Background: an optimization exercise with open tools, aiming at small area, a short achievable clock period and few clock cycles. Do not read the settings as production practice.
At most, simulation tests tie the RTL to the original design; equivalence was not proved.
Function not checked in run 1: the RTL went through the layout flow alone.

===== design/flow/flow/run.sh =====
#!/bin/bash
# Layout flow: the standard flow, except that
#  - synthesis maps the logic with an area-oriented ABC script
#    (flow/abc_area.script) instead of ORFS's delay-oriented one;
#    everything else in synthesis (registers included) is unchanged;
#  - the port buffers are buf_1 cells.
# Each step's full output goes to its own log file in this folder.
set -euo pipefail
rm -rf scripts
mkdir scripts
cp -r "$FLOW_HOME/scripts/." scripts/
cp flow/abc_area.script scripts/abc_speed.script
bash standard.sh SCRIPTS_DIR="$PWD/scripts" synth > synth.log 2>&1
bash standard.sh "BUFFER_PORTS_ARGS=-buffer_cell sky130_fd_sc_hd__buf_1" finish > layout.log 2>&1

===== design/flow/standard.sh =====
#!/bin/bash
# synth_recipe.tcl (not shown) runs the flow's synth.tcl, then flattens the netlist and writes it again
# the make line also repeats each setting of config.mk as NAME=value (left out here)
make -C /OpenROAD-flow-scripts/flow DESIGN_CONFIG=/design/flow/config.mk WORK_HOME=/design/flow/orfs CLKGATE_MAP_FILE= SYNTH_SCRIPT=/design/flow/synth_recipe.tcl "${@:-finish}"

===== design/flow/flow/abc_area.script =====
&get -n
&st
&dch
&nf -a
&put
buffer -c
topo
stime -c
upsize -c
dnsize -c
&get -n
&st
&dch
&nf -a
&put
buffer -c
topo
stime -c
upsize -c
dnsize -c

===== design/flow/constraint.sdc =====
create_clock -name core_clock -period 300.0 [get_ports {Clk}]
set_input_delay 60.0000 -clock core_clock [delete_from_list [all_inputs] [get_ports {Clk}]]
set_output_delay 60.0000 -clock core_clock [all_outputs]
set_load 0.01 [all_outputs]

===== design/flow/config.mk =====
export PLATFORM = sky130hd
export DESIGN_NAME = HLSM34
export DESIGN_NICKNAME = HLSM34
export VERILOG_FILES = /design/flow/design.v
export SDC_FILE = /design/flow/constraint.sdc
export NUM_CORES = 8
export LEC_CHECK = 0
export CAP_MARGIN = 20
export CORE_MARGIN = 2
export CORE_UTILIZATION = 55
export SETUP_SLACK_MARGIN = 5
export SLEW_MARGIN = 20
export SYNTH_HIERARCHICAL = 1
export SYNTH_MINIMUM_KEEP_SIZE = 0

===== design/flow/design.v =====
`timescale 1ns / 1ns
module HLSM34 (Clk, Rst, Start, Done, a, b, c, d, zero, z);
	input Clk, Rst, Start;
	output reg Done;
	input [63:0] a;
	input [63:0] b;
	input [63:0] c;
	input [63:0] d;
	input [63:0] zero;
	output [63:0] z;
	localparam M  = 8;               
	localparam QW = 64 + 2*M;        
	localparam CW = 3;  
	localparam SW = 4;     
	reg          busy;               
	reg          ph;                 
	reg          first;              
	reg          okr;                
	reg [CW-1:0] cnt;                
	reg [SW-1:0] shr;                
	reg [67:0]   ws, wc;             
	reg [63:0]   B;                  
	reg [QW-1:0] Q;                  
	assign z = Q[63:0];
	reg [63:0] Bn;
	reg [5:0]  s;
	integer l;
	always @(*) begin
		Bn = B;
		for (l = 5; l >= 0; l = l - 1) begin
			s[l] = ~|(Bn >> (64 - (1 << l)));
			if (s[l]) Bn = Bn << (1 << l);
		end
	end
	wire [6:0]    nmin = ({1'b0, s} + 7'd3) >> 1;                 
	wire [CW-1:0] cf   = (nmin + M - 1) / M;               
	wire [7:0]    shf  = 2 * M * cf - 2 - s;
	wire [CW-1:0] cur  = first ? cf - 1'b1 : cnt;
	wire [SW-1:0] shc  = first ? shf[SW-1:0] : shr;
	wire          last = (cur == 0);
	reg lt2;
	integer k;
	always @(*) begin
		lt2 = 1'b0;
		for (k = 1; k <= 64; k = k + 1)
			lt2 = (B[k-1] & wc[k]) | (B[k-1] & lt2) | (wc[k] & lt2);
	end
	wire okc = lt2;
	reg [7:0] tzm;                           
	integer kz;
	always @(*) begin
		tzm[0] = ~B[0];
		for (kz = 1; kz < 8; kz = kz + 1) tzm[kz] = tzm[kz-1] & ~B[kz];
	end
	wire tzok = ~|((ws[8:1] ^ ~wc[8:1]) & tzm);
	wire ok  = first ? okc : okr;
	wire [69:0] D1 = {3'b000, Bn, 3'b000};    
	wire [69:0] D2 = {2'b00, Bn, 4'b0000};    
	wire [2:0]  dh = Bn[62:60];
	wire [67:0] rs [0:M];
	wire [67:0] rc [0:M];
	wire [2*M-1:0] P, N;
	assign rs[0] = ws;
	assign rc[0] = wc;
	genvar i;
	generate
		for (i = 0; i < M; i = i + 1) begin : stage
			wire [69:0] ys = {rs[i], 2'b00};
			wire [69:0] yc = {rc[i], 2'b00};
			wire signed [6:0] est = ys[69:63] + yc[69:63];
			reg signed [6:0] m2, m1, m0, mn1;
			always @(*) begin
				case (dh)
					3'd0: begin m2 = 12; m1 = 4; m0 = -5; mn1 = -13; end
					3'd1: begin m2 = 14; m1 = 4; m0 = -5; mn1 = -15; end
					3'd2: begin m2 = 15; m1 = 4; m0 = -5; mn1 = -16; end
					3'd3: begin m2 = 16; m1 = 4; m0 = -5; mn1 = -17; end
					3'd4: begin m2 = 18; m1 = 6; m0 = -7; mn1 = -19; end
					3'd5: begin m2 = 19; m1 = 6; m0 = -7; mn1 = -20; end
					3'd6: begin m2 = 20; m1 = 6; m0 = -7; mn1 = -21; end
					default: begin m2 = 22; m1 = 6; m0 = -7; mn1 = -23; end
				endcase
			end
			wire g2  = est >= m2;
			wire g1  = est >= m1;
			wire g0  = est >= m0;
			wire gn1 = est >= mn1;
			wire pos = g1;                   
			wire neg = ~g0;                  
			wire two = g2 | ~gn1;            
			wire one = (g1 & ~g2) | (gn1 & ~g0);
			wire [69:0] mq = ({70{one}} & D1) | ({70{two}} & D2);
			wire [69:0] t  = mq ^ {70{pos}};
			wire [67:0] sm, cr;
			csa68 u_csa (.x(ys[67:0]), .y(yc[67:0]), .t(t[67:0]), .s(sm), .c(cr));
			assign rs[i+1] = sm;
			assign rc[i+1] = {cr[66:0], pos};
			assign P[2*(M-1-i) +: 2] = {pos & two, pos & one};
			assign N[2*(M-1-i) +: 2] = {neg & two, neg & one};
		end
	endgenerate
	wire [67:0] fs = rs[M];
	wire [67:0] fc = rc[M];
	wire [67:0] fg = fs & fc;
	wire [67:0] fp = fs | fc;
	wire [67:0] fx = fs ^ fc;
	reg  [66:0] G, Pp, Gn, Pn;
	integer lv, jj;
	always @(*) begin
		G = fg[66:0]; Pp = fp[66:0];
		for (lv = 0; lv < 7; lv = lv + 1) begin
			Gn = G; Pn = Pp;
			for (jj = 0; jj < 67; jj = jj + 1)
				if (jj >= (1 << lv)) begin
					Gn[jj] = G[jj] | (Pp[jj] & G[jj - (1 << lv)]);
					Pn[jj] = Pp[jj] & Pp[jj - (1 << lv)];
				end
			G = Gn; Pp = Pn;
		end
	end
	wire        wneg  = fx[67] ^ G[66];
	wire        wzero = ~|(fx ^ {fp[66:0], 1'b0});
	wire          corr = last & wneg;
	wire [M-1:0] dnz, dng;                   
	genvar di;
	generate
		for (di = 0; di < M; di = di + 1) begin : dig
			assign dnz[di] = |P[2*(M-1-di) +: 2] | |N[2*(M-1-di) +: 2];
			assign dng[di] = |N[2*(M-1-di) +: 2];
		end
	endgenerate
	reg [M:0]     bw;                        
	reg [M-1:0]   hv, hs;                    
	reg [2*M-1:0] V;
	integer kk;
	always @(*) begin
		hv[M-1] = 1'b0; hs[M-1] = 1'b0;
		hv[M-2] = 1'b0; hs[M-2] = 1'b0;
		for (kk = M - 3; kk >= 0; kk = kk - 1) begin
			hv[kk] = hv[kk+1] | dnz[kk+1];
			hs[kk] = dnz[kk+1] ? dng[kk+1] : hs[kk+1];
		end
		bw[M]   = corr;
		bw[M-1] = corr;
		bw[M-2] = dnz[M-1] ? dng[M-1] : corr;
		for (kk = M - 3; kk >= 0; kk = kk - 1)
			bw[kk] = hv[kk] ? hs[kk] : bw[M-2];
		for (kk = 0; kk < M; kk = kk + 1)
			V[2*(M-1-kk) +: 2] = P[2*(M-1-kk) +: 2] - N[2*(M-1-kk) +: 2] - bw[kk];
	end
	wire vneg = dnz[0] ? dng[0] : bw[0];
	localparam HW = QW - 2*M;
	wire [HW-1:0] Qb = Q[HW-1:0] & {HW{~first}};
	reg  [HW:0]   az;                        
	integer jz;
	always @(*) begin
		az[0] = 1'b1;
		for (jz = 0; jz < HW; jz = jz + 1)
			az[jz+1] = az[jz] & ~Qb[jz];
	end
	wire [HW-1:0] Qh = Qb ^ ({HW{vneg}} & az[HW-1:0]);
	wire [QW-1:0] Qn = {Qh, V};
	wire [SW-1:0] sa = last ? shc : {SW{1'b0}};
	wire [QW-1:0] Qr = Qn >> sa;
	wire [QW-1:0] Qs = {Qn[QW-1:64], Qr[63:0]};
	wire [2*M-1:0] lowmask = ~({2*M{1'b1}} << shc);
	wire          lowz = ~|(V & lowmask);
	wire          eq  = wzero & lowz & ok & ~Qh[HW-1];    
	wire skip = first & ~ph & ~(okc & tzok);  
	wire tocd = ~ph & (skip | (last & ~eq));
	wire zhi   = |zero[63:60];
	wire bhi   = |b[63:60];
	wire early = zhi & ~bhi;
	wire [11:0] ldg;
	genvar gi;
	generate
		for (gi = 0; gi < 12; gi = gi + 1) begin : ldsel
			ld_sel u_ld (.zhi(zhi), .bhi(bhi), .busy(busy), .tocd(tocd), .ldcd(ldg[gi]));
		end
	endgenerate
	wire [67:0] ldw;                         
	wire [63:0] ldb;
	generate
		for (gi = 0; gi < 68; gi = gi + 1) begin : ldw_b
			assign ldw[gi] = ldg[gi / 12];
		end
		for (gi = 0; gi < 64; gi = gi + 1) begin : ldb_b
			assign ldb[gi] = ldg[6 + gi / 11];
		end
	endgenerate
	wire [67:0] ws_n = busy ? rs[M] : {3'b000, a, 1'b1};
	wire [67:0] wc_n = busy ? rc[M] : {3'b111, ~zero, 1'b1};
	wire [63:0] B_n  = busy ? Bn : b;
	always @(posedge Clk) begin
		Q <= Qs;
		ws <= (ldw & {3'b000, c, 1'b0}) | (~ldw & ws_n);
		wc <= ~ldw & wc_n;
		B  <= (ldb & d) | (~ldb & B_n);
		first <= !busy || tocd;
		cnt   <= cur - 1'b1;
		shr   <= shc;
		okr   <= ok;
	end
	always @(posedge Clk) begin
		if (Rst) begin
			busy <= 0; ph <= 0; Done <= 0;
		end else begin
			Done <= 0;
			if (!busy) begin
				if (Start) begin busy <= 1; ph <= early; end
			end else if (tocd) begin
				ph <= 1;
			end else if (last) begin
				busy <= 0; Done <= 1;
			end
		end
	end
endmodule
module csa68 (x, y, t, s, c);
	input  [67:0] x, y, t;
	output [67:0] s, c;
	assign s = x ^ y ^ t;
	assign c = (x & y) | (x & t) | (y & t);
endmodule
module ld_sel (zhi, bhi, busy, tocd, ldcd);
	input  zhi, bhi, busy, tocd;
	output ldcd;
	assign ldcd = busy ? tocd : (zhi & ~bhi);
endmodule

==> run notes, run 1 <==
Ys async rst share - 0%
Clk root buf - clkbuf_16
Maximum Capacitance Violations - 0
Critical Path End Type - flop
Most common cell in the netlist - fa_1
FMAX - 0.0162 GHz
Chip width - 292 um
Routability-driven placement congestion ratio - 1.02
Iteration-0 DRC Markers - 4805
Final period util - 20.6%
Syn Inst Count - 5309
First-pass GRT wire length - 273000 um
Top cell type's share of synthesized area - 24.6%
# setup viols final - 0
CP required - 300.45 ns
Starting Density - 55.5%
Dpl ws - 237.68 ns
Slew Limit Headroom - 29.4%
Post-synth EDFFs - 0
Unique cell type count in the Yosys netlist - 79
Cell Rows - 105
RSZ-0062 raised after global routing - no
Vias in the first global route - 40900
Synth Area per Inst - 8.59 um^2
Status - complete, no violations
Core Region - 0.0821 mm^2
Pin count of the biggest net entering global routing - 102
IO buf count - 387
DRT antenna net count - 0
Main area contributors after synthesis - fa_1 (25%), dfxtp_1 (12%), xnor2_1 (10%)
Congestion Overflow GR - 0
Crit Path Class - primary input to flop
Post-CTS resize count - 0
Layout Area Growth over Synthesis - 8.42%
Vias per cell - 6.48
Tmin final - 61.82 ns
Reg area - 0.00553 mm^2
Hold_buf cts - 0
Fillers - 7613
Worst-Skew Late Latency - 0.59 ns
Yosys top cell by area - fa_1
Seq cells post-synth - 276
Top_reg_cell synth - dfxtp_1
CP Max Fanout - 24
Critical Path Start Type - primary input
Crit path DAT - 62.28 ns
Htree depth - 2
Clock Pin Slew Worst Setup and Hold Paths - 0.06 ns
Layout Nets - 6668
Area of the multi-input gates - 0.0381 mm^2
Global-route usage over all layers - 42.9%
Sequential area share after synthesis - 12.1%
Post-synth top cells - fa_1 (560), xnor2_1 (539), nand2_1 (464)
Max Buffers Root-to-Sink - 3
Worst-Margin Slew - 1.03 ns
Die area - 0.0852 mm^2
Clock Skew - 0.0346 ns
Clock sink total - 276
Yosys warns - 7
Setup ws final - 238.18 ns
Post-Place Cell Area - 0.0484 mm^2
CTS Buf Count - 34
Final Hold Vio Count - 0
Initial antenna violation count - 5
Drt pass-1 iters - 6
Post-Route WL - 185000 um
Fraction of layout cells with a size suffix above 1 - 5.23%
Finished layout cell area - 0.0494 mm^2
Worst min-delay path class - flop to flop
Synth Cell Area - 0.0456 mm^2
Die Y - 292 um
Setup_tns - 0 ns
Fin. max-slew vios - 0
Wire per inst - 28.0 um
Setup Fix Bufs, Post-CTS - 0
Dpl hpwl - 145000 um
# DRC - 0
CTS tree - built
Vias - 42800
Ports - 388
-- Yosys stat by module, one instance, submodules excluded --
module | cells | cell area [um^2] | flip-flops and latches
csa68 | 68 | 1360 | 0
HLSM34 | 4729 | 34500 | 276
ld_sel | 3 | 18.8 | 0
-- metrics by stage --
stage | std cells | utilization (%) | hold slack, ns
2_1_floorplan | 5340 | - | 0.414
3_3_place_gp | 6536 | 58.9 | 0.434
3_5_place_dp | 6537 | 58.9 | 0.429
4_1_cts | 6595 | 60.2 | 0.437
5_1_grt | 6595 | 60.2 | 0.454
6_report | 6596 | 60.2 | 0.437
-- flip-flops by register name, summed over array words and instances (netlist names) --
name,flops
ph,1
shr,4
first,1
cnt,3
B,64
okr,1
Done,1
wc,68
ws,68
Q,64
busy,1
-- placed cells by master (no fill, tap or decap), drive strengths merged, types with 120 or more instances in the layout --
cell / instances
ha: 282
a21oi: 280
fa: 560
a22oi: 120
buf: 535
dfxtp: 276
nor2: 323
xnor2: 539
o21ai: 451
nand2: 464
o22ai: 438
xor2: 122
inv: 208
mux2i: 284
-- cell families (layout without fill, tap and decap cells) --
family | Yosys count | in the layout | share of synthesized area, %
multiplexers | 310 | 310 | 6.88
XOR/XNOR | 661 | 661 | 12.7
AND/OR/NAND/NOR | 1064 | 1064 | 10.2
AO/OA/AOI/OAI | 1538 | 1538 | 20.6
flip-flops | 276 | 276 | 12.1
other | 1 | 33 | 0.00823
buffers and inverters | 617 | 802 | 5.11
adder cells (fa/ha/maj) | 842 | 842 | 32.3
-- worst paths after layout --
path,depth (start not counted),from,endpoint,slack [ns]
setup / recovery,7,b[62],ws[45],238.18
hold / removal,1,cnt[0],cnt[0],0.44
setup reg to reg,183,B[55],ws[45],244.10
hold reg to reg,1,cnt[0],cnt[0],0.44
-- critical path: stages --
cell,delay (ns)
buf_1,0.08
or4_1,0.52
buf_4,0.30
nand2b_1,0.23
o21ai_2,0.59
buf_4,0.37
o21ai_0,0.14
-- routing by layer --
metal  global-route usage [%]  vias to the layer above  part of all wire [%]
li1                         -                    18900                     -
met1                     59.2                    20800                    41
met2                     61.5                     2518                    41
met3                     12.4                      448                    11
met4                     20.7                        8                   5.9
met5                        0                        -                 0.028
-- final cells by class --
cell class / instances / area share (%)
diodes: 1 / 0.00506
repair buffers: 535 / 5.23
flip-flops and latches: 276 / 11.2
clock buffers: 48 / 1.93
clock inverters: 10 / 0.203
inverters: 209 / 1.59
well taps: 1070 / 2.71
multi-input cells: 4447 / 77.1
==> run 2, diff against run 1 <==
--- a/design/flow/design.v
+++ b/design/flow/design.v
@@ -168,24 +168,22 @@
 	wire          eq  = wzero & lowz & ok & ~Qh[HW-1];    
 	wire skip = first & ~ph & ~(okc & tzok);  
 	wire tocd = ~ph & (skip | (last & ~eq));
-	wire zhi   = |zero[63:60];
-	wire bhi   = |b[63:60];
-	wire early = zhi & ~bhi;
-	wire [11:0] ldg;
+	wire early = (|zero[63:60]) & ~(|b[63:60]);
+	wire [7:0] ldg;
 	genvar gi;
 	generate
-		for (gi = 0; gi < 12; gi = gi + 1) begin : ldsel
-			ld_sel u_ld (.zhi(zhi), .bhi(bhi), .busy(busy), .tocd(tocd), .ldcd(ldg[gi]));
+		for (gi = 0; gi < 8; gi = gi + 1) begin : ldsel
+			ld_sel u_ld (.zhi(zero[63:60]), .bhi(b[63:60]), .busy(busy), .tocd(tocd), .ldcd(ldg[gi]));
 		end
 	endgenerate
 	wire [67:0] ldw;                         
 	wire [63:0] ldb;
 	generate
 		for (gi = 0; gi < 68; gi = gi + 1) begin : ldw_b
-			assign ldw[gi] = ldg[gi / 12];
+			assign ldw[gi] = ldg[gi / 17];
 		end
 		for (gi = 0; gi < 64; gi = gi + 1) begin : ldb_b
-			assign ldb[gi] = ldg[6 + gi / 11];
+			assign ldb[gi] = ldg[4 + gi / 16];
 		end
 	endgenerate
 	wire [67:0] ws_n = busy ? rs[M] : {3'b000, a, 1'b1};
@@ -223,7 +221,8 @@
 	assign c = (x & y) | (x & t) | (y & t);
 endmodule
 module ld_sel (zhi, bhi, busy, tocd, ldcd);
-	input  zhi, bhi, busy, tocd;
-	output ldcd;
-	assign ldcd = busy ? tocd : (zhi & ~bhi);
+	input  [3:0] zhi, bhi;
+	input        busy, tocd;
+	output       ldcd;
+	assign ldcd = busy ? tocd : ((|zhi) & ~(|bhi));
 endmodule
==> design/flow/flow/run.sh (replaced) <==
#!/bin/bash
# Layout flow: the standard flow, except that synthesis
#  - maps the logic with an area-oriented ABC script (flow/abc_area.script)
#    instead of ORFS's delay-oriented one, and
#  - extracts only full adders (extract_fa -fa); half adders are left to ABC;
# everything else in synthesis (registers included) is unchanged; and the
# port buffers are buf_1 cells.  Each step's full output goes to its own log
# file in this folder.
set -euo pipefail
rm -rf scripts
mkdir scripts
cp -r "$FLOW_HOME/scripts/." scripts/
cp flow/abc_area.script scripts/abc_speed.script
sed -i 's/extract_fa {\*}\[dont_use_extract_fa_args\]/extract_fa -fa/' scripts/synth.tcl
grep -q '^ *extract_fa -fa$' scripts/synth.tcl
bash standard.sh SCRIPTS_DIR="$PWD/scripts" synth > synth.log 2>&1
bash standard.sh "BUFFER_PORTS_ARGS=-buffer_cell sky130_fd_sc_hd__buf_1" finish > layout.log 2>&1
==> run 2 against run 1 <==
Net effect:
- synthesized area down 5.1%
- via count grew 2.1%
- non-clock buffer count decreased by 6
- register-to-register slack improved by 4.2 ns
- cell count decreased by 1.1%
- cell area decreased by 4.4%
- utilization is 0.61 points higher
- count of clock-buffer cells in the layout increased by 1
- global-route usage rose by 0.47 points
==> run notes, run 2 <==
Die Y - 285 um (-2.5%)
Max Buffers Root-to-Sink - 3 (unchanged)
Setup ws final - 238.52 ns (+0.340 ns)
Chip width - 285 um (-2.5%)
Dpl ws - 237.93 ns (+0.254 ns)
Layout Area Growth over Synthesis - 9.19%
Congestion Overflow GR - 0 (unchanged)
FMAX - 0.0163 GHz (+0.55%)
Drt pass-1 iters - 7 (+1)
Post-synth top cells - nand2_1 (636), fa_1 (560), o22ai_1 (558)
Tmin final - 61.49 ns (-0.340 ns)
CTS Buf Count - 37 (+8.8%)
RR Startpoint - B[40]
Commonest non-fill, non-tap cell in the layout - nand2_1
Top cell type's share of synthesized area - 25.9% (+1.3 points)
Initial antenna violation count - 10 (+5)
Unique cell type count in the Yosys netlist - 99 (+25%)
Top_reg_cell synth - dfxtp_1
Synth Area per Inst - 8.19 um^2 (-4.7%)
Final Hold Vio Count - 0 (unchanged)
Worst Hold Endpoint - okr
Crit Path Class - primary input to flop
Starting Density - 55.7% (+0.16 points)
Post-Layout Cell Count - 6523 (-1.1%)
Fraction of layout cells with a size suffix above 1 - 6.17% (+0.94 points)
Syn Inst Count - 5286 (-0.43%)
Largest family of logic cells by synthesized area - adder cells
Hold_sp - okr
Fin. max-slew vios - 0 (unchanged)
Clock sink total - 276 (unchanged)
Post-CTS resize count - 0 (unchanged)
Yosys top cell by area - fa_1
# setup viols final - 0 (unchanged)
Worst-Margin Slew - 1.19 ns (+0.160 ns)
Clock Pin Slew Worst Setup and Hold Paths - 0.06 ns (about the same)
FF-to-FF setup slack - 248.32 ns (+4.22 ns)
Setup_tns - 0 ns (unchanged)
Hold_buf cts - 0 (unchanged)
Max stage delay on crit path - 0.61 ns (+0.02 ns)
Post-Route WL - 179000 um (-3.0%)
DRT antenna net count - 0 (unchanged)
Wire per inst - 27.4 um (-1.9%)
Post-Route Utilization - 60.8% (+0.61 points)
Ports - 388 (unchanged)
Vias per cell - 6.69 (+3.2%)
Clk root buf - clkbuf_16
Compound-Gate Fraction of Synth Area - 24.5% (+3.8 points)
# DRC - 0 (unchanged)
Layout Nets - 6335 (-5.0%)
Die area - 0.0809 mm^2 (-5.0%)
IO buf count - 387 (unchanged)
Core Region - 0.0777 mm^2 (-5.3%)
Worst min-delay path class - flop to flop
Main area contributors after synthesis - fa_1 (26%), dfxtp_1 (13%), xnor2_1 (8.8%)
Sequential area share after synthesis - 12.8% (+0.65 points)
Critical Path End Type - flop
Hold path cells - 2 (+1)
Final period util - 20.5% (-0.11 points)
Crit path cell chain - buf_1 -> or4_1 -> o31ai_4 -> buf_4 -> o21ai_0
Worst-Skew Late Latency - 0.61 ns (+0.02 ns)
Post-synth EDFFs - 0 (unchanged)
Slew Limit Headroom - 19.7% (-9.7 points)
Largest regs - wc: 68 flops, ws: 68 flops
Simple-gate portion of the synthesized area - 13.4% (+3.2 points)
R2R Path End - wc[10]
Commonest cells after routing, fill and taps aside - nand2_1 (632), fa_1 (560), o22ai_1 (558), o21ai_0 (445), xnor2_1 (434)
Cell Rows - 102 (-2.9%)
Ys async rst share - 0% (unchanged)
Yosys warns - 7 (unchanged)
Reg2reg path depth - 173 (-5.5%)
Vias in the first global route - 40700 (-0.45%)
Adder-Cell Fraction of Synth Area - 26.0% (-6.3 points)
Clock Skew - 0.0292 ns (-0.00535 ns)
Post-Synth XOR/XNOR Area - 13.8% (+1.1 points)
Global-route usage over all layers - 43.3% (+0.47 points)
First-pass GRT wire length - 266000 um (-2.3%)
Iteration-0 DRC Markers - 5769 (+20%)
Critical Path Start Type - primary input
Setup Fix Bufs, Post-CTS - 0 (unchanged)
Seq cells post-synth - 276 (unchanged)
Synth Cell Area - 0.0433 mm^2 (-5.1%)
RSZ-0062 raised after global routing - no
Post-synthesis mux area share - 5.39% (-1.5 points)
Htree depth - 2 (unchanged)
Most common cell in the netlist - nand2_1
Vias - 43700 (+2.1%)
DP Cell Count - 6451 (-1.3%)
Crit path DAT - 61.94 ns (-0.34 ns)
CP max stage cell - or4_1
Maximum Capacitance Violations - 0 (unchanged)
CP required - 300.45 ns (about the same)
CP Max Fanout - 32 (+33%)
Status - complete, no violations
Dpl hpwl - 136000 um (-6.5%)
CTS tree - built
Routability-driven placement congestion ratio - 1.01 (-1.6%)
Pin count of the biggest net entering global routing - 104 (+2.0%)
-- run 2: logic make-up (layout without fill, tap and decap cells) --
| family | count (synthesis) | count (layout) |
|---|---|---|
| XOR/XNOR | 683 | 683 |
| buffers and inverters | 465 | 625 |
| multiplexers | 231 | 231 |
| other | 1 | 38 |
| AND/OR/NAND/NOR | 1321 | 1321 |
| flip-flops | 276 | 276 |
| AO/OA/AOI/OAI | 1745 | 1745 |
| adder cells (fa/ha/maj) | 564 | 564 |
-- run 2: metal layers --
metal	GRT usage (%)	up-vias	part of all wire, %
met5	0	-	0.012
met4	15.9	4	4.3
met3	11.9	463	12
met2	65.8	2886	44
met1	59.0	21300	40
li1	-	19000	-
-- run 2: area by class of cell --
class | instances | area, um^2
Clock buffer | 49 | 1060
Timing Repair Buffer | 529 | 2550
Fill cell | 7266 | 30500
Multi-Input combinational cell | 4576 | 36400
Inverter | 32 | 128
Sequential cell | 276 | 5530
Clock inverter | 15 | 239
Antenna cell | 6 | 15.0
Tap cell | 1040 | 1300
-- run 2: worst max-delay path: cells and delay by family --
family | cells | cell delay, ns
compound gates | 2 | 0.72
buf+inv | 2 | 0.61
simple gates | 1 | 0.61
-- run 2: per-module statistics from Yosys (local to each module, per instance) --
module | area (um^2) | copies in the design
csa68 | 1360 | 8
HLSM34 | 32100 | 1
ld_sel | 30.0 | 8
-- run 2: metrics by stage --
stage | cell area [um^2] | hold slack [ns]
finish | 47300 | 0.478
detailed placement | 45900 | 0.445
CTS | 47200 | 0.460
floorplan | 43400 | 0.427
global placement | 45900 | 0.445
global route | 47200 | 0.510
-- run 2: worst max path at each step --
stage                     startpoint     end  slack [ns]
final                          b[61]  ws[54]      238.52
after global routing           b[61]  ws[59]      238.41
after CTS                      b[61]   B[61]      238.54
after detailed placement       b[61]   B[61]      237.93
after global placement         b[60]  ws[54]      237.98
after floorplan                b[61]  wc[51]      238.51
Testbench counts of run 2, summed over its fixed seeds: cycles 33,977.
==> run 3, diff against run 2 <==
--- a/design/flow/design.v
+++ b/design/flow/design.v
@@ -68,22 +68,22 @@
 			wire [69:0] ys = {rs[i], 2'b00};
 			wire [69:0] yc = {rc[i], 2'b00};
 			wire signed [6:0] est = ys[69:63] + yc[69:63];
-			reg signed [6:0] m2, m1, m0, mn1;
+			reg signed [6:0] m2, mn1;
 			always @(*) begin
 				case (dh)
-					3'd0: begin m2 = 12; m1 = 4; m0 = -5; mn1 = -13; end
-					3'd1: begin m2 = 14; m1 = 4; m0 = -5; mn1 = -15; end
-					3'd2: begin m2 = 15; m1 = 4; m0 = -5; mn1 = -16; end
-					3'd3: begin m2 = 16; m1 = 4; m0 = -5; mn1 = -17; end
-					3'd4: begin m2 = 18; m1 = 6; m0 = -7; mn1 = -19; end
-					3'd5: begin m2 = 19; m1 = 6; m0 = -7; mn1 = -20; end
-					3'd6: begin m2 = 20; m1 = 6; m0 = -7; mn1 = -21; end
-					default: begin m2 = 22; m1 = 6; m0 = -7; mn1 = -23; end
+					3'd0: begin m2 = 12; mn1 = -13; end
+					3'd1: begin m2 = 14; mn1 = -15; end
+					3'd2: begin m2 = 15; mn1 = -16; end
+					3'd3: begin m2 = 16; mn1 = -17; end
+					3'd4: begin m2 = 18; mn1 = -19; end
+					3'd5: begin m2 = 20; mn1 = -20; end
+					3'd6: begin m2 = 20; mn1 = -21; end
+					default: begin m2 = 22; mn1 = -23; end
 				endcase
 			end
 			wire g2  = est >= m2;
-			wire g1  = est >= m1;
-			wire g0  = est >= m0;
+			wire g1  = dh[2] ? (est >= 6) : (est >= 4);
+			wire g0  = dh[2] ? (est >= -8) : (est >= -5);
 			wire gn1 = est >= mn1;
 			wire pos = g1;                   
 			wire neg = ~g0;                  
==> run 3 against run 2 <==
Net effect:
- sequential cell count unchanged
- still clean on timing, DRC and antenna
- highest routed layer unchanged
- worst hold slack got worse by 0.011 ns
- count of clock-buffer cells in the layout decreased by 8
- cell area decreased by 0.17%
==> run notes, run 3 <==
Vias - 43300 (-0.90%)
Yosys warns - 7 (unchanged)
Hold path cells - 2 (unchanged)
CP Buf/Inv Count - 1 (-1)
Max Buffers Root-to-Sink - 3 (unchanged)
Top cell type's share of synthesized area - 25.9% (about the same)
Post-Route WL - 177000 um (-1.0%)
Post-synth EDFFs - 0 (unchanged)
Setup ws final - 238.56 ns (+0.0450 ns)
Initial antenna violation count - 5 (-5)
Most common cell in the netlist - nand2_1
Synth Area per Inst - 8.20 um^2 (+0.11%)
Yosys top cell by area - fa_1
RR Startpoint - B[37]
R2R Path End - ws[14]
Post-Place Cell Area - 0.0458 mm^2 (-0.11%)
Congestion Overflow GR - 0 (unchanged)
Final Hold Vio Count - 0 (unchanged)
Seq cells post-synth - 276 (unchanged)
Commonest cells after routing, fill and taps aside - nand2_1 (617), fa_1 (560), o22ai_1 (555), nor2_1 (427), o21ai_0 (425)
Sequential area share after synthesis - 12.8% (about the same)
Dpl hpwl - 136000 um (about the same)
Critical Path End Type - flop
Tmin final - 61.44 ns (-0.0450 ns)
Pin count of the biggest net entering global routing - 76 (-27%)
Layout Area Growth over Synthesis - 8.94%
Fillers - 7268 (+0.028%)
Layout Nets - 6324 (-0.17%)
RSZ-0062 raised after global routing - no
Unique cell type count in the Yosys netlist - 96 (-3.0%)
Die Y - 285 um (about the same)
Final period util - 20.5% (about the same)
Post-synth top cells - nand2_1 (622), fa_1 (560), o22ai_1 (555)
Clock Pin Slew Worst Setup and Hold Paths - 0.06 ns (about the same)
Ports - 388 (unchanged)
Dpl ws - 237.96 ns (+0.0350 ns)
# DRC - 0 (unchanged)
Chip width - 285 um (about the same)
Maximum Capacitance Violations - 0 (unchanged)
Hold_buf cts - 0 (unchanged)
Setup Fix Bufs, Post-CTS - 0 (unchanged)
Clock sink total - 276 (unchanged)
FMAX - 0.0163 GHz (about the same)
Core Region - 0.0777 mm^2 (unchanged)
Critical path depth - 4 (-1)
Htree depth - 2 (unchanged)
Finished layout cell area - 0.0472 mm^2 (-0.17%)
Crit Path Class - primary input to flop
Area of the multi-input gates - 0.0364 mm^2 (about the same)
Ys async rst share - 0% (unchanged)
Cell Rows - 102 (unchanged)
Reg area - 0.00553 mm^2 (unchanged)
Drt pass-1 iters - 9 (+2)
CP Max Fanout - 32 (unchanged)
Worst min-delay path class - flop to flop
Crit path cell chain - buf_1 -> or4_1 -> o31ai_4 -> o21ai_0
Setup_tns - 0 ns (unchanged)
Worst-Skew Late Latency - 0.59 ns (-0.02 ns)
FF-to-FF setup slack - 247.19 ns (-1.13 ns)
Syn Inst Count - 5283 (-0.057%)
Global-route usage over all layers - 43.0% (-0.34 points)
Worst-Margin Slew - 1.17 ns (-0.0268 ns)
CTS tree - built
Max stage delay on crit path - 0.83 ns (+0.22 ns)
Top_reg_cell synth - dfxtp_1
Slew Limit Headroom - 22.2% (+2.5 points)
CP required - 300.42 ns (-0.03 ns)
Largest regs - wc: 68 flops, ws: 68 flops
Fin Hold WS - 0.467 ns (-0.0108 ns)
CP max stage cell - o31ai_4
Crit path DAT - 61.86 ns (-0.08 ns)
Fin. max-slew vios - 0 (unchanged)
# setup viols final - 0 (unchanged)
CTS Buf Count - 36 (-2.7%)
Critical Path Start Type - primary input
Status - complete, no violations
Commonest non-fill, non-tap cell in the layout - nand2_1
Routability-driven placement congestion ratio - 1.01 (+0.68%)
Iteration-0 DRC Markers - 5357 (-7.1%)
Main area contributors after synthesis - fa_1 (26%), dfxtp_1 (13%), xnor2_1 (8.5%)
DRT antenna net count - 0 (unchanged)
CP delay by family, top - compound AO/OA/AOI/OAI gates
Die area - 0.0810 mm^2 (about the same)
Post-CTS resize count - 0 (unchanged)
Post-Route Utilization - 60.7% (-0.10 points)
Fraction of layout cells with a size suffix above 1 - 6.18% (+0.012 points)
Starting Density - 55.7% (about the same)
First-pass GRT wire length - 266000 um (-0.20%)
Synth Cell Area - 0.0433 mm^2 (about the same)
Worst Hold Endpoint - okr
IO buf count - 387 (unchanged)
Vias in the first global route - 41000 (+0.77%)
Hold_sp - okr
Clock Skew - 0.0210 ns (-0.00826 ns)
Wire per inst - 27.2 um (-0.77%)
Reg2reg path depth - 164 (-5.2%)
Clk root buf - clkbuf_16
Vias per cell - 6.65 (-0.66%)
run 3: cell families (layout without fill, tap and decap cells):
kind of cell	Yosys count	count (layout)	synth area share, %
XOR/XNOR	680	680	13.8
buffers and inverters	467	619	4.18
AO/OA/AOI/OAI	1640	1640	22.9
other	1	33	0.00866
adder cells (fa/ha/maj)	569	569	26.1
flip-flops	276	276	12.8
AND/OR/NAND/NOR	1374	1374	13.8
multiplexers	276	276	6.47
run 3: worst min-delay path, stage by stage, from the launching register on:
cell and delay, ns:
dfxtp_1 0.31, nand2_1 0.05, o31ai_1 0.07
run 3: worst max path at each step:
stage / start / end / slack [ns]
after floorplan: b[61] / wc[51] / 238.51
after global placement: b[61] / B[54] / 238.05
after detailed placement: b[61] / B[59] / 237.96
after CTS: b[61] / B[59] / 238.59
after global routing: b[61] / B[50] / 238.39
final: b[61] / B[59] / 238.56
run 3: final cells by class:
class / count / share of cell area (%)
antenna: 1 / 0.00530
clock buffer: 41 / 2.01
clock inverter: 22 / 0.668
inverter: 32 / 0.265
multi-input combinational: 4571 / 77.2
sequential: 276 / 11.7
tap: 1040 / 2.76
timing repair buffer: 524 / 5.39
run 3: through the flow:
step / instances
detailed placement: 6440
floorplan: 5314
global placement: 6439
global route: 6507
finish: 6507
CTS: 6503
run 3: routing by layer:
metal  global-route usage (%)  share of wire (%)  vias to the layer above  wire [um]
met3                     9.73                 11                      423      20400
met4                     18.7                5.0                        2       8940
met2                     63.2                 42                     2755      75200
met1                     60.6                 41                    21100      72700
li1                         -                  -                    19000          -
met5                        0             0.0073                        -         13
run 3: Yosys stat by module, one instance, submodules excluded:
module / cell area (um^2) / flip-flops and latches / cells / copies in the design
csa68: 1360 / 0 / 68 / 8
ld_sel: 30.0 / 0 / 4 / 8
HLSM34: 32200 / 276 / 4707 / 1
Testbench counts of run 3, summed over its fixed seeds: cycles 33,977.
==> run 4, diff against run 3 <==
==> design/flow/config.mk (replaced) <==
export PLATFORM = sky130hd
export DESIGN_NAME = HLSM34
export DESIGN_NICKNAME = HLSM34
export VERILOG_FILES = /design/flow/design.v
export SDC_FILE = /design/flow/constraint.sdc
export NUM_CORES = 8
export LEC_CHECK = 0
export CAP_MARGIN = 5
export CORE_MARGIN = 2
export CORE_UTILIZATION = 55
export SETUP_SLACK_MARGIN = 5
export SLEW_MARGIN = 5
export SYNTH_HIERARCHICAL = 1
export SYNTH_MINIMUM_KEEP_SIZE = 0
==> run 4 against run 3 <==
Net effect:
- sequential share of layout area about the same
- utilization decreased by 0.13 points
- first-iteration DRC count decreased by 3.8%
- synthesized cell count unchanged
- synthesized area unchanged
- critical endpoint is now B[61]
==> run notes, run 4 <==
Status - complete, no violations
Crit Path Class - primary input to flop
Post-CTS resize count - 0 (unchanged)
Starting Density - 55.7% (unchanged)
Worst-Margin Slew - 1.34 ns (+0.176 ns)
Critical Path End Type - flop
Top_reg_cell synth - dfxtp_1
Syn Inst Count - 5283 (unchanged)
IO buf count - 387 (unchanged)
Core Region - 0.0777 mm^2 (unchanged)
Hold_buf cts - 0 (unchanged)
Htree depth - 2 (unchanged)
CTS Buf Count - 36 (unchanged)
Maximum Capacitance Violations - 0 (unchanged)
Dpl ws - 237.98 ns (+0.0130 ns)
Most common cell in the netlist - nand2_1
Die area - 0.0810 mm^2 (unchanged)
Drt pass-1 iters - 6 (-3)
Unique cell type count in the Yosys netlist - 96 (unchanged)
Fin. max-slew vios - 0 (unchanged)
Congestion Overflow GR - 0 (unchanged)
Post-Layout Cell Count - 6506 (-0.015%)
Worst min-delay path class - flop to flop
Fraction of layout cells with a size suffix above 1 - 6.13% (-0.054 points)
Vias per cell - 6.64 (-0.11%)
Yosys top cell by area - fa_1
Synth Area per Inst - 8.20 um^2 (unchanged)
RSZ-0062 raised after global routing - no
Largest regs - wc: 68 flops, ws: 68 flops
Main area contributors after synthesis - fa_1 (26%), dfxtp_1 (13%), xnor2_1 (8.5%)
Clock sink total - 276 (unchanged)
Layout Area Growth over Synthesis - 8.71%
Worst-Skew Late Latency - 0.58 ns (about the same)
CTS tree - built
Clock Pin Slew Worst Setup and Hold Paths - 0.06 ns (about the same)
Dpl hpwl - 136000 um (-0.15%)
Ports - 388 (unchanged)
Post-synth top cells - nand2_1 (622), fa_1 (560), o22ai_1 (555)
CP max stage cell - o31ai_4
Crit path DAT - 61.87 ns (about the same)
Post-Route WL - 177000 um (-0.17%)
Setup ws final - 238.54 ns (-0.0190 ns)
Commonest cells after routing, fill and taps aside - nand2_1 (617), fa_1 (560), o22ai_1 (555), nor2_1 (427), o21ai_0 (425)
Routability-driven placement congestion ratio - 1.01 (unchanged)
Slew Limit Headroom - 10.5% (-12 points)
Max Buffers Root-to-Sink - 3 (unchanged)
Iteration-0 DRC Markers - 5155 (-3.8%)
Cell Rows - 102 (unchanged)
Ys async rst share - 0% (unchanged)
FMAX - 0.0163 GHz (about the same)
CP Buf/Inv Count - 1 (unchanged)
Final period util - 20.5% (about the same)
Seq cells post-synth - 276 (unchanged)
CP required - 300.41 ns (about the same)
Commonest non-fill, non-tap cell in the layout - nand2_1
# setup viols final - 0 (unchanged)
Sequential area share after synthesis - 12.8% (unchanged)
Vias - 43200 (-0.13%)
Pin count of the biggest net entering global routing - 76 (unchanged)
Chip width - 285 um (unchanged)
Crit path cell chain - buf_1 -> or4_1 -> o31ai_4 -> o21ai_0
Synth Cell Area - 0.0433 mm^2 (unchanged)
Clk root buf - clkbuf_16
Wire per inst - 27.2 um (-0.16%)
Tmin final - 61.46 ns (+0.0190 ns)
# DRC - 0 (unchanged)
DP Cell Count - 6439 (-0.016%)
Critical Path Start Type - primary input
Setup Fix Bufs, Post-CTS - 0 (unchanged)
DRT antenna net count - 0 (unchanged)
CP delay by family, top - compound AO/OA/AOI/OAI gates
Vias in the first global route - 41100 (+0.31%)
Top cell type's share of synthesized area - 25.9% (unchanged)
Die Y - 285 um (unchanged)
Setup_tns - 0 ns (unchanged)
First-pass GRT wire length - 266000 um (about the same)
Initial antenna violation count - 2 (-3)
Layout Nets - 6320 (-0.063%)
Yosys warns - 7 (unchanged)
Max stage delay on crit path - 0.84 ns (about the same)
Post-synth EDFFs - 0 (unchanged)
Clock Skew - 0.0147 ns (-0.00621 ns)
CP Max Fanout - 32 (unchanged)
Global-route usage over all layers - 43.0% (about the same)
Final Hold Vio Count - 0 (unchanged)
run 4: changes by cell type in the layout (fill, tap and decap cells not counted):
cell,change
bufinv_16,-3
clkinv_2,-1
inv_6,+1
clkinvlp_4,-1
clkbuf_1,+2
clkinv_4,+1
buf_12,-4
clkbuf_8,+4
run 4: final timing paths:
check	from	to	slack (ns)	cells after the start
setup reg to reg	B[37]	ws[14]	246.40	168
hold reg to reg	okr	okr	0.46	2
setup / recovery	b[61]	B[61]	238.54	4
hold / removal	okr	okr	0.46	2
run 4: per-module statistics from Yosys (local to each module, per instance):
module,area [um^2],cells,copies in the design,flops+latches
HLSM34,32200,4707,1,276
csa68,1360,68,8,0
ld_sel,30.0,4,8,0
run 4: layer usage:
metal	track usage [%]	wire [um]	vias up
met5	0	16	-
met4	18.9	9160	2
met3	10.5	20500	442
met2	62.9	74600	2748
met1	60.1	72600	21000
li1	-	-	19000
run 4: kinds of logic (layout without fill, tap and decap cells):
kind of cell | count (synthesis) | after routing | synth area share (%)
AO/OA/AOI/OAI | 1640 | 1640 | 22.9
buffers and inverters | 467 | 618 | 4.18
flip-flops | 276 | 276 | 12.8
AND/OR/NAND/NOR | 1374 | 1374 | 13.8
multiplexers | 276 | 276 | 6.47
XOR/XNOR | 680 | 680 | 13.8
adder cells (fa/ha/maj) | 569 | 569 | 26.1
other | 1 | 33 | 0.00866
run 4: area by class of cell:
class / count / area [um^2]
multi-input cells: 4571 / 36400
fillers: 7241 / 30700
flip-flops and latches: 276 / 5530
repair buffers: 520 / 2460
well taps: 1040 / 1300
clock buffers: 47 / 1010
clock inverters: 19 / 230
inverters: 32 / 125
diodes: 1 / 2.50
run 4: worst min-delay path: cells and delay by family (launching register included):
kind	cells	cell delay, ns
AOI/OAI and AO/OA	1	0.07
and+or+nand+nor	1	0.05
DFF	1	0.31
run 4: metrics by stage:
step                hold slack [ns]  instance area, um^2  util (%)
floorplan                     0.427                43400         -
global placement              0.446                45800      59.0
detailed placement            0.448                45800      59.0
CTS                           0.464                47100      60.6
global route                  0.485                47100      60.6
finish                        0.461                47100      60.6
==> run 5, diff against run 4 <==
==> design/flow/config.mk (replaced) <==
export PLATFORM = sky130hd
export DESIGN_NAME = HLSM34
export DESIGN_NICKNAME = HLSM34
export VERILOG_FILES = /design/flow/design.v
export SDC_FILE = /design/flow/constraint.sdc
export NUM_CORES = 8
export LEC_CHECK = 0
export CAP_MARGIN = 20
export CORE_MARGIN = 2
export CORE_UTILIZATION = 65
export SETUP_SLACK_MARGIN = 5
export SLEW_MARGIN = 20
export SYNTH_HIERARCHICAL = 1
export SYNTH_MINIMUM_KEEP_SIZE = 0
==> run 5 against run 4 <==
Net effect:
- still clean
- cell area decreased by 0.19%
- utilization increased by 11 points
- setup slack improved by 0.16 ns
- global-route usage increased by 5.6 points
- via count increased by 2.7%
- critical path type unchanged
- cell count decreased by 2.6%
- first-iteration DRC count increased by 30%
- die area decreased by 15%
- largest cell class unchanged
==> run notes, run 5 <==
Status - complete, no violations
Maximum Capacitance Violations - 0 (unchanged)
Chip width - 262 um (-7.9%)
IO buf count - 387 (unchanged)
Reg2reg path depth - 168 (unchanged)
Hold_sp - cnt[0]
Pin count of the biggest net entering global routing - 201 (+160%)
Sequential area share after synthesis - 12.8% (unchanged)
DRT antenna net count - 0 (unchanged)
# setup viols final - 0 (unchanged)
Iteration-0 DRC Markers - 6694 (+30%)
CP delay by family, top - buffers and inverters
Commonest non-fill, non-tap cell in the layout - nand2_1
Layout Area Growth over Synthesis - 8.50%
Global-route usage over all layers - 48.6% (+5.6 points)
First-pass GRT wire length - 253000 um (-4.7%)
Htree depth - 2 (unchanged)
Post-Route WL - 169000 um (-4.3%)
# DRC - 0 (unchanged)
Max Buffers Root-to-Sink - 3 (unchanged)
CTS Buf Count - 37 (+2.8%)
Fraction of layout cells with a size suffix above 1 - 6.11% (-0.019 points)
Post-Place Cell Area - 0.0456 mm^2 (-0.42%)
Dpl hpwl - 128000 um (-5.7%)
Largest family of logic cells by synthesized area - adder cells
Post-CTS resize count - 0 (unchanged)
Worst Hold Endpoint - cnt[0]
Seq cells post-synth - 276 (unchanged)
Vias per cell - 7.00 (+5.4%)
Hold path cells - 1 (-1)
Clk root buf - clkbuf_16
Yosys top cell by area - fa_1
Wire per inst - 26.7 um (-1.8%)
Commonest cells after routing, fill and taps aside - nand2_1 (617), fa_1 (560), o22ai_1 (555), nor2_1 (427), o21ai_0 (425)
Crit path cell chain - buf_1 -> or4_1 -> o31ai_4 -> buf_4 -> o21ai_0
Cell Rows - 94 (-7.8%)
Ports - 388 (unchanged)
Critical Path End Type - flop
Synth Cell Area - 0.0433 mm^2 (unchanged)
FF-to-FF setup slack - 247.32 ns (+0.92 ns)
Post-Synth XOR/XNOR Area - 13.8% (unchanged)
Final period util - 20.4% (-0.054 points)
Crit Path Class - primary input to flop
Unique cell type count in the Yosys netlist - 96 (unchanged)
CP Buf/Inv Count - 2 (+1)
CTS tree - built
R2R Path End - ws[3]
Post-synth top cells - nand2_1 (622), fa_1 (560), o22ai_1 (555)
Synth Area per Inst - 8.20 um^2 (unchanged)
CP Max Fanout - 50 (+56%)
Die area - 0.0687 mm^2 (-15%)
CP required - 300.43 ns (+0.02 ns)
Fin. max-slew vios - 0 (unchanged)
Layout Nets - 6321 (+0.016%)
Die Y - 262 um (-7.9%)
Initial antenna violation count - 15 (+13)
FMAX - 0.0163 GHz (+0.26%)
Setup_tns - 0 ns (unchanged)
Routability-driven placement congestion ratio - 1.06 (+4.5%)
CP max stage cell - or4_1
Worst min-delay path class - flop to flop
Final Hold Vio Count - 0 (unchanged)
Post-Layout Cell Count - 6338 (-2.6%)
RR Startpoint - B[36]
Top cell type's share of synthesized area - 25.9% (unchanged)
Starting Density - 65.7% (+10 points)
Worst-Margin Slew - 1.37 ns (+0.0259 ns)
RSZ-0062 raised after global routing - no
Setup Fix Bufs, Post-CTS - 0 (unchanged)
Clock Skew - 0.0296 ns (+0.0149 ns)
Ys async rst share - 0% (unchanged)
Clock Pin Slew Worst Setup and Hold Paths - 0.06 ns (about the same)
Most common cell in the netlist - nand2_1
Vias in the first global route - 41700 (+1.4%)
Yosys warns - 7 (unchanged)
Largest regs - wc: 68 flops, ws: 68 flops
Simple-gate portion of the synthesized area - 13.8% (unchanged)
Drt pass-1 iters - 11 (+5)
Syn Inst Count - 5283 (unchanged)
Finished layout cell area - 0.0470 mm^2 (-0.19%)
Core Region - 0.0659 mm^2 (-15%)
Tmin final - 61.30 ns (-0.161 ns)
Hold_buf cts - 0 (unchanged)
Adder-Cell Fraction of Synth Area - 26.1% (unchanged)
Critical Path Start Type - primary input
Post-synth EDFFs - 0 (unchanged)
Clock sink total - 276 (unchanged)
Slew Limit Headroom - 8.77% (-1.7 points)
Compound-Gate Fraction of Synth Area - 22.9% (unchanged)
Congestion Overflow GR - 0 (unchanged)
Crit path DAT - 61.72 ns (-0.15 ns)
Critical path depth - 5 (+1)
Worst-Skew Late Latency - 0.60 ns (+0.02 ns)
Main area contributors after synthesis - fa_1 (26%), dfxtp_1 (13%), xnor2_1 (8.5%)
Post-synthesis mux area share - 6.47% (unchanged)
Top_reg_cell synth - dfxtp_1
Vias - 44400 (+2.7%)
DP Cell Count - 6260 (-2.8%)
Max stage delay on crit path - 0.60 ns (-0.24 ns)
run 5: logic make-up after synthesis:
logic type / after synthesis
compound gates: 1640
xor+xnor: 680
fa+ha+maj: 569
buf+inv: 467
flops: 276
mux: 276
other cells: 1
simple gates: 1374
run 5: worst max-delay path by stage:
stage	start	endpoint	slack, ns
floorplan	b[61]	wc[51]	238.51
global placement	b[61]	B[48]	237.93
detailed placement	b[61]	B[51]	237.84
CTS	b[61]	B[51]	238.45
global route	b[61]	B[50]	238.56
finish	b[61]	ws[3]	238.70
run 5: per-module statistics from Yosys, one instance, submodules excluded:
| module | flops+latches | times used | cells inside |
|---|---|---|---|
| ld_sel | 0 | 8 | 4 |
| csa68 | 0 | 8 | 68 |
| HLSM34 | 276 | 1 | 4707 |
run 5: routing by layer:
layer | vias to the layer above | GRT usage, % | part of all wire [%]
met3 | 674 | 16.2 | 14
li1 | 19000 | - | -
met4 | 12 | 25.0 | 6.3
met1 | 21300 | 64.5 | 38
met5 | - | 0 | 0.041
met2 | 3449 | 70.6 | 42
run 5: worst reg2reg max path: cells and delay by family, from the launching register on:
| family | cells | cell delay (ns) |
|---|---|---|
| buffers and inverters | 13 | 6.02 |
| multiplexers | 1 | 0.93 |
| XOR/XNOR | 16 | 4.22 |
| flip-flops | 1 | 0.42 |
| adder cells (fa/ha/maj) | 19 | 8.58 |
| AO/OA/AOI/OAI | 56 | 14.71 |
| AND/OR/NAND/NOR | 63 | 17.67 |
run 5: metrics by stage:
stage	setup slack (ns)	hold WS (ns)	util, %
after floorplan	238.51	0.427	-
after global placement	237.93	0.461	69.2
after detailed placement	237.84	0.465	69.3
after CTS	238.45	0.474	71.2
after global routing	238.56	0.496	71.3
final	238.70	0.474	71.3
run 5: area by class of cell:
cell class / count / area [um^2]
multi-input combinational: 4571 / 36400
tap: 864 / 1080
fill: 5386 / 18900
clock inverter: 24 / 307
antenna: 8 / 20.0
timing repair buffer: 520 / 2560
clock buffer: 43 / 958
sequential: 276 / 5530
inverter: 32 / 125
==> run 6, diff against run 5 <==
--- a/design/flow/config.mk
+++ b/design/flow/config.mk
@@ -7,7 +7,9 @@
 export LEC_CHECK = 0
 export CAP_MARGIN = 20
 export CORE_MARGIN = 2
-export CORE_UTILIZATION = 65
+export CORE_UTILIZATION = 60
+export CTS_CLUSTER_DIAMETER = 100
+export CTS_CLUSTER_SIZE = 24
 export SETUP_SLACK_MARGIN = 5
 export SLEW_MARGIN = 20
 export SYNTH_HIERARCHICAL = 1
==> run 6 against run 5 <==
Net effect:
- still clean on timing, DRC and antenna
- count of clock-buffer cells in the layout shrank 17
- critical path depth is the same
- first-iteration DRC count shrank 14%
- synthesized area is the same
- sequential share of layout area grew 0.082 points
- via count shrank 2.0%
- routed wire length grew 0.65%
- clock skew grew 0.0031 ns
- synthesized cell count is the same
==> run notes, run 6 <==
Global-route usage over all layers - 45.0% (-3.5 points)
Vias per cell - 6.80 (-2.9%)
WL met3 - 21500 um (-11%)
Vias - 43500 (-2.0%)
Commonest cells after routing, fill and taps aside - nand2_1 (617), fa_1 (560), o22ai_1 (555), nor2_1 (427), o21ai_0 (425)
Metal2 WL - 71700 um (+1.3%)
Post-synth EDFFs - 0 (unchanged)
Hold path cells - 1 (unchanged)
# setup viols final - 0 (unchanged)
Worst-Margin Slew - 1.18 ns (-0.185 ns)
IO buf count - 387 (unchanged)
Clk root buf - clkbuf_16
Critical Path Start Type - primary input
Uppermost layer routed - met5
Core Region - 0.0715 mm^2 (+8.5%)
Synth Area per Inst - 8.20 um^2 (unchanged)
Max Buffers Root-to-Sink - 3 (unchanged)
Post-synth top cells - nand2_1 (622), fa_1 (560), o22ai_1 (555)
RR Startpoint - B[36]
CP Max Fanout - 51 (+2.0%)
Top_reg_cell synth - dfxtp_1
Slew Limit Headroom - 21.0% (+12 points)
Maximum Capacitance Violations - 0 (unchanged)
Hold_sp - cnt[0]
Layout Nets - 6310 (-0.17%)
Post-CTS resize count - 0 (unchanged)
Post-Place Cell Area - 0.0457 mm^2 (+0.17%)
Congestion Overflow GR - 0 (unchanged)
Wire per inst - 26.6 um (-0.33%)
FMAX - 0.0163 GHz (about the same)
Yosys top cell by area - fa_1
CP max stage cell - or4_1
Ys async rst share - 0% (unchanged)
Die area - 0.0743 mm^2 (+8.2%)
Ports - 388 (unchanged)
RSZ-0062 raised after global routing - no
Synth Cell Area - 0.0433 mm^2 (unchanged)
Worst min-delay path class - flop to flop
Pin count of the biggest net entering global routing - 95 (-53%)
Crit path cell chain - buf_1 -> or4_1 -> o31ai_4 -> buf_4 -> o21ai_0
Chip width - 273 um (+4.0%)
Vias in the first global route - 41200 (-1.2%)
Sequential area share after synthesis - 12.8% (unchanged)
Crit Path Class - primary input to flop
Worst Hold Endpoint - cnt[0]
Hold_buf cts - 0 (unchanged)
Top cell type's share of synthesized area - 25.9% (unchanged)
Metal-1 WL - 67700 um (+6.5%)
DRT antenna net count - 0 (unchanged)
Commonest non-fill, non-tap cell in the layout - nand2_1
Reg2reg path depth - 169 (+0.60%)
Initial antenna violation count - 10 (-5)
Post-Route WL - 170000 um (+0.65%)
CTS tree - built
Routability-driven placement congestion ratio - 1.05 (-1.0%)
Unique cell type count in the Yosys netlist - 96 (unchanged)
Final Hold Vio Count - 0 (unchanged)
Largest regs - wc: 68 flops, ws: 68 flops
Main area contributors after synthesis - fa_1 (26%), dfxtp_1 (13%), xnor2_1 (8.5%)
Starting Density - 60.6% (-5.2 points)
Setup_tns - 0 ns (unchanged)
Fraction of layout cells with a size suffix above 1 - 5.79% (-0.32 points)
Tmin final - 61.25 ns (-0.0470 ns)
Clock Skew - 0.0327 ns (+0.00311 ns)
# DRC - 0 (unchanged)
Htree depth - 1 (-1)
Final period util - 20.4% (about the same)
Dpl hpwl - 130000 um (+1.8%)
Seq cells post-synth - 276 (unchanged)
Crit path DAT - 61.74 ns (+0.02 ns)
Critical Path End Type - flop
R2R Path End - ws[36]
Post-Route Utilization - 65.3% (-6.1 points)
Dpl ws - 237.82 ns (-0.0230 ns)
Die Y - 273 um (+4.0%)
Yosys warns - 7 (unchanged)
Clock Pin Slew Worst Setup and Hold Paths - 0.09 ns (+0.03 ns)
Clock sink total - 276 (unchanged)
Layout Area Growth over Synthesis - 7.75%
FF-to-FF setup slack - 247.97 ns (+0.65 ns)
Status - complete, no violations
Finished layout cell area - 0.0467 mm^2 (-0.70%)
Max stage delay on crit path - 0.61 ns (about the same)
Fin Hold WS - 0.494 ns (+0.0203 ns)
CP required - 300.48 ns (+0.05 ns)
Most common cell in the netlist - nand2_1
Cell Rows - 98 (+4.3%)
Setup ws final - 238.75 ns (+0.0470 ns)
Fin. max-slew vios - 0 (unchanged)
Setup Fix Bufs, Post-CTS - 0 (unchanged)
First-pass GRT wire length - 257000 um (+1.4%)
Worst-Skew Late Latency - 0.63 ns (+0.03 ns)
Syn Inst Count - 5283 (unchanged)
Drt pass-1 iters - 7 (-4)
Iteration-0 DRC Markers - 5741 (-14%)
CTS Buf Count - 23 (-38%)
-- run 6: cells by family (layout without fill, tap and decap cells) --
kind of cell | after synthesis | after routing | share of synthesized area (%)
AOI/OAI and AO/OA | 1640 | 1640 | 22.9
and+or+nand+nor | 1374 | 1374 | 13.8
xor gates and xnor gates | 680 | 680 | 13.8
adders and majority gates | 569 | 569 | 26.1
buffers and inverters | 467 | 596 | 4.18
muxes | 276 | 276 | 6.47
DFF | 276 | 276 | 12.8
other | 1 | 39 | 0.00866
-- run 6: final cells by class --
cell class / count / area, um^2
repair buffers: 523 / 2550
fillers: 6490 / 24800
clock buffers: 26 / 607
flip-flops and latches: 276 / 5530
multi-input cells: 4571 / 36400
inverters: 32 / 125
well taps: 950 / 1190
clock inverters: 15 / 228
diodes: 7 / 17.5
-- run 6: worst max-delay path by stage --
stage               depth (start not counted)  startpoint      to  slack (ns)
CTS                                         4       b[61]   B[52]      238.46
detailed placement                          4       b[61]   B[52]      237.82
global placement                            6       b[61]   B[50]      237.93
finish                                      5       b[61]  ws[36]      238.75
global route                                5       b[60]  ws[49]      238.67
floorplan                                   5       b[61]  wc[51]      238.51
-- run 6: modules after synthesis, one instance, submodules excluded --
module | times used | flip-flops and latches | cells inside
csa68 | 8 | 0 | 68
HLSM34 | 1 | 276 | 4707
ld_sel | 8 | 0 | 4
-- run 6: per-stage QoR --
| stage | instances |
|---|---|
| 3_3_place_gp | 6347 |
| 3_5_place_dp | 6348 |
| 5_1_grt | 6399 |
| 6_report | 6400 |
| 2_1_floorplan | 5314 |
| 4_1_cts | 6389 |
-- run 6: worst max-delay path, delay by kind of cell --
| kind | cells | cell delay [ns] |
|---|---|---|
| and+or+nand+nor | 1 | 0.61 |
| buffers and inverters | 2 | 0.67 |
| AOI/OAI and AO/OA | 2 | 0.40 |
-- run 6: routing by layer --
| layer | vias up | track usage (%) |
|---|---|---|
| met5 | - | 0 |
| met4 | 8 | 21.2 |
| li1 | 19000 | - |
| met1 | 21100 | 62.6 |
| met2 | 2946 | 65.0 |
| met3 | 520 | 12.2 |
==> run 7, diff against run 6 <==
--- a/design/flow/flow/abc_area.script
+++ b/design/flow/flow/abc_area.script
@@ -18,3 +18,13 @@
 stime -c
 upsize -c
 dnsize -c
+&get -n
+&st
+&dch
+&nf -a
+&put
+buffer -c
+topo
+stime -c
+upsize -c
+dnsize -c
==> run 7 against run 6 <==
Net effect:
- still clean on timing, DRC and antenna
- synthesized cell count decreased by 0.23%
- cell count decreased by 0.42%
- cell area decreased by 1.1%
- count of clock-buffer cells in the layout decreased by 6
- synthesized area decreased by 0.62%
- non-clock buffer count increased by 3
- via count increased by 0.19%
- sequential cell count unchanged
- clock skew decreased by 0.0047 ns
- global-route usage increased by 0.84 points
- critical path type unchanged
- largest cell class unchanged
- highest routed layer unchanged
==> run notes, run 7 <==
Status - complete, no violations
Setup_tns - 0 ns (unchanged)
Die area - 0.0739 mm^2 (-0.61%)
Ys async rst share - 0% (unchanged)
Reg2reg path depth - 178 (+5.3%)
Die Y - 272 um (-0.30%)
Clock Skew - 0.0280 ns (-0.00472 ns)
Main area contributors after synthesis - fa_1 (26%), dfxtp_1 (13%), xnor2_1 (10%)
Congestion Overflow GR - 0 (unchanged)
RSZ-0062 raised after global routing - no
Global-route usage over all layers - 45.9% (+0.84 points)
Hold_buf cts - 0 (unchanged)
Metal2 WL - 72900 um (+1.7%)
Initial antenna violation count - 4 (-6)
Metal-1 WL - 67700 um (-0.12%)
First-pass GRT wire length - 259000 um (+1.0%)
CP Max Fanout - 50 (-2.0%)
Critical Path Start Type - primary input
Top_reg_cell synth - dfxtp_1
Htree depth - 1 (unchanged)
Clock Pin Slew Worst Setup and Hold Paths - 0.09 ns (about the same)
Worst-Skew Late Latency - 0.60 ns (-0.03 ns)
R2R Path End - wc[42]
Largest regs - wc: 68 flops, ws: 68 flops
Most common cell in the netlist - nand2_1
Iteration-0 DRC Markers - 5497 (-4.3%)
Starting Density - 60.4% (-0.17 points)
Cell Rows - 98 (unchanged)
Top cell type's share of synthesized area - 26.1% (+0.16 points)
FMAX - 0.0163 GHz (-0.21%)
Slew Limit Headroom - 21.7% (+0.79 points)
CTS Buf Count - 19 (-17%)
Yosys warns - 7 (unchanged)
# setup viols final - 0 (unchanged)
# DRC - 0 (unchanged)
Crit path to - wc[11]
CP required - 300.50 ns (+0.02 ns)
Critical Path End Type - flop
Syn Inst Count - 5271 (-0.23%)
WL met3 - 22300 um (+4.0%)
Final Hold Vio Count - 0 (unchanged)
Commonest cells after routing, fill and taps aside - nand2_1 (625), fa_1 (560), o22ai_1 (550), xnor2_1 (488), o21ai_0 (466)
Wire per inst - 27.1 um (+1.9%)
Max Buffers Root-to-Sink - 3 (unchanged)
Chip width - 272 um (-0.30%)
Post-Route Utilization - 64.8% (-0.47 points)
IO buf count - 387 (unchanged)
Post-Route WL - 173000 um (+1.5%)
Tmin final - 61.38 ns (+0.128 ns)
Crit Path Class - primary input to flop
Seq cells post-synth - 276 (unchanged)
Pin count of the biggest net entering global routing - 107 (+13%)
Layout Nets - 6292 (-0.29%)
Drt pass-1 iters - 9 (+2)
Vias per cell - 6.84 (+0.61%)
Sequential area share after synthesis - 12.8% (+0.079 points)
Layout Area Growth over Synthesis - 7.27%
Post-synth EDFFs - 0 (unchanged)
Fin. max-slew vios - 0 (unchanged)
Uppermost layer routed - met5
Clk root buf - clkbuf_16
FF-to-FF setup slack - 248.98 ns (+1.01 ns)
Fraction of layout cells with a size suffix above 1 - 5.28% (-0.51 points)
DRT antenna net count - 0 (unchanged)
Synth Area per Inst - 8.16 um^2 (-0.39%)
Yosys top cell by area - fa_1
Worst-Margin Slew - 1.17 ns (-0.00934 ns)
CTS tree - built
Vias in the first global route - 41400 (+0.43%)
Commonest non-fill, non-tap cell in the layout - nand2_1
Ports - 388 (unchanged)
Dpl hpwl - 133000 um (+2.1%)
Routability-driven placement congestion ratio - 1.04 (-0.59%)
Final period util - 20.5% (+0.043 points)
Worst setup path start - b[61]
Setup Fix Bufs, Post-CTS - 0 (unchanged)
Clock sink total - 276 (unchanged)
Crit path DAT - 61.88 ns (+0.14 ns)
Core Region - 0.0712 mm^2 (-0.34%)
Post-CTS resize count - 0 (unchanged)
RR Startpoint - B[36]
Unique cell type count in the Yosys netlist - 97 (+1.0%)
Worst min-delay path class - flop to flop
Synth Cell Area - 0.0430 mm^2 (-0.62%)
Vias - 43600 (+0.19%)
Post-synth top cells - nand2_1 (629), fa_1 (560), o22ai_1 (550)
Maximum Capacitance Violations - 0 (unchanged)
run 7: changes by cell type in the layout (fill, tap and decap cells not counted), moves of 31 or more:
| cell | previous run | this run |
|---|---|---|
| nor2_1 | 427 | 348 |
| xor2_1 | 259 | 180 |
| xnor2_1 | 421 | 488 |
| o21a_1 | 6 | 66 |
| a211oi_1 | 62 | 7 |
| a21oi_1 | 311 | 364 |
| o21ai_0 | 425 | 466 |
| mux2i_1 | 254 | 223 |
run 7: through the flow:
stage | worst slack, ns | std cells | area [um^2] | hold WS (ns)
after global placement | 238.12 | 6334 | 45400 | 0.444
after CTS | 238.67 | 6365 | 46100 | 0.480
after detailed placement | 238.05 | 6334 | 45400 | 0.458
after global routing | 238.54 | 6369 | 46200 | 0.497
after floorplan | 238.51 | 5302 | 43200 | 0.436
final | 238.62 | 6373 | 46200 | 0.490
run 7: area by class of cell:
cell class / instances / area [um^2]
timing repair buffer: 526 / 2550
multi-input combinational: 4552 / 36100
clock buffer: 20 / 479
sequential: 276 / 5530
antenna: 4 / 10.0
clock inverter: 11 / 141
fill: 6397 / 25100
tap: 950 / 1190
inverter: 34 / 134
run 7: cell families after synthesis:
family / synth area share, %
compound gates: 24.9
fa+ha+maj: 26.1
simple gates: 12.9
other cells: 0.00871
flops: 12.8
xor+xnor: 13.6
buf+inv: 4.20
mux: 5.42
run 7: how the worst min path moves through the flow:
stage | startpoint | end | slack (ns) | depth (start not counted)
final | okr | okr | 0.49 | 2
after global routing | okr | okr | 0.50 | 2
after CTS | okr | okr | 0.48 | 2
after detailed placement | okr | okr | 0.46 | 2
after global placement | okr | okr | 0.44 | 2
after floorplan | okr | okr | 0.44 | 2
run 7: Yosys stat by module, one instance, submodules excluded:
module,area [um^2],times used,cells
HLSM34,31900,1,4695
csa68,1360,8,68
ld_sel,30.0,8,4
run 7: per-layer routing:
layer	vias up	GRT usage, %
met2	2977	67.8
li1	19000	-
met4	2	21.1
met3	514	13.6
met1	21200	62.0
met5	-	0
run 7: worst max-delay path: stages:
cell and delay, ns:
buf_1 0.24, or4_1 0.63, o31ai_4 0.19, buf_4 0.49
a21oi_1 0.11, o21a_1 0.15

## afterwards: timing with drivers on the ports
How much do the figures lean on ideal ports? The routed layouts below were timed once more, with nothing changed but the port constraints. Step 1 assumes that a clkbuf_16 drives the clock port and a buf_2 every other input. Step 2 also shifts input and output timing later by t, the mid clock arrival at the registers, as if the neighbouring blocks saw the same clock. Slacks: ideal / step 1 / step 2; pairs: ideal / step 1.
run	shift t [ns]	setup slack, ns	cell pins on the clock port's net
run 1	0.645	238.175 / 238.229 / 237.584	1
run 2	0.673	238.515 / 238.570 / 237.898	1
run 3	0.653	238.560 / 238.610 / 237.957	1
run 4	0.649	238.541 / 238.594 / 237.944	1
run 5	0.652	238.702 / 238.694 / 238.042	1
run 6	0.681	238.749 / 238.705 / 238.070	1
run 7	0.656	238.621 / 238.645 / 237.989	1
After both steps setup and hold are still met in every run listed. The setup slack of run 6, which loses most, moves by -0.044 ns with the drivers and by -0.679 ns with both steps.
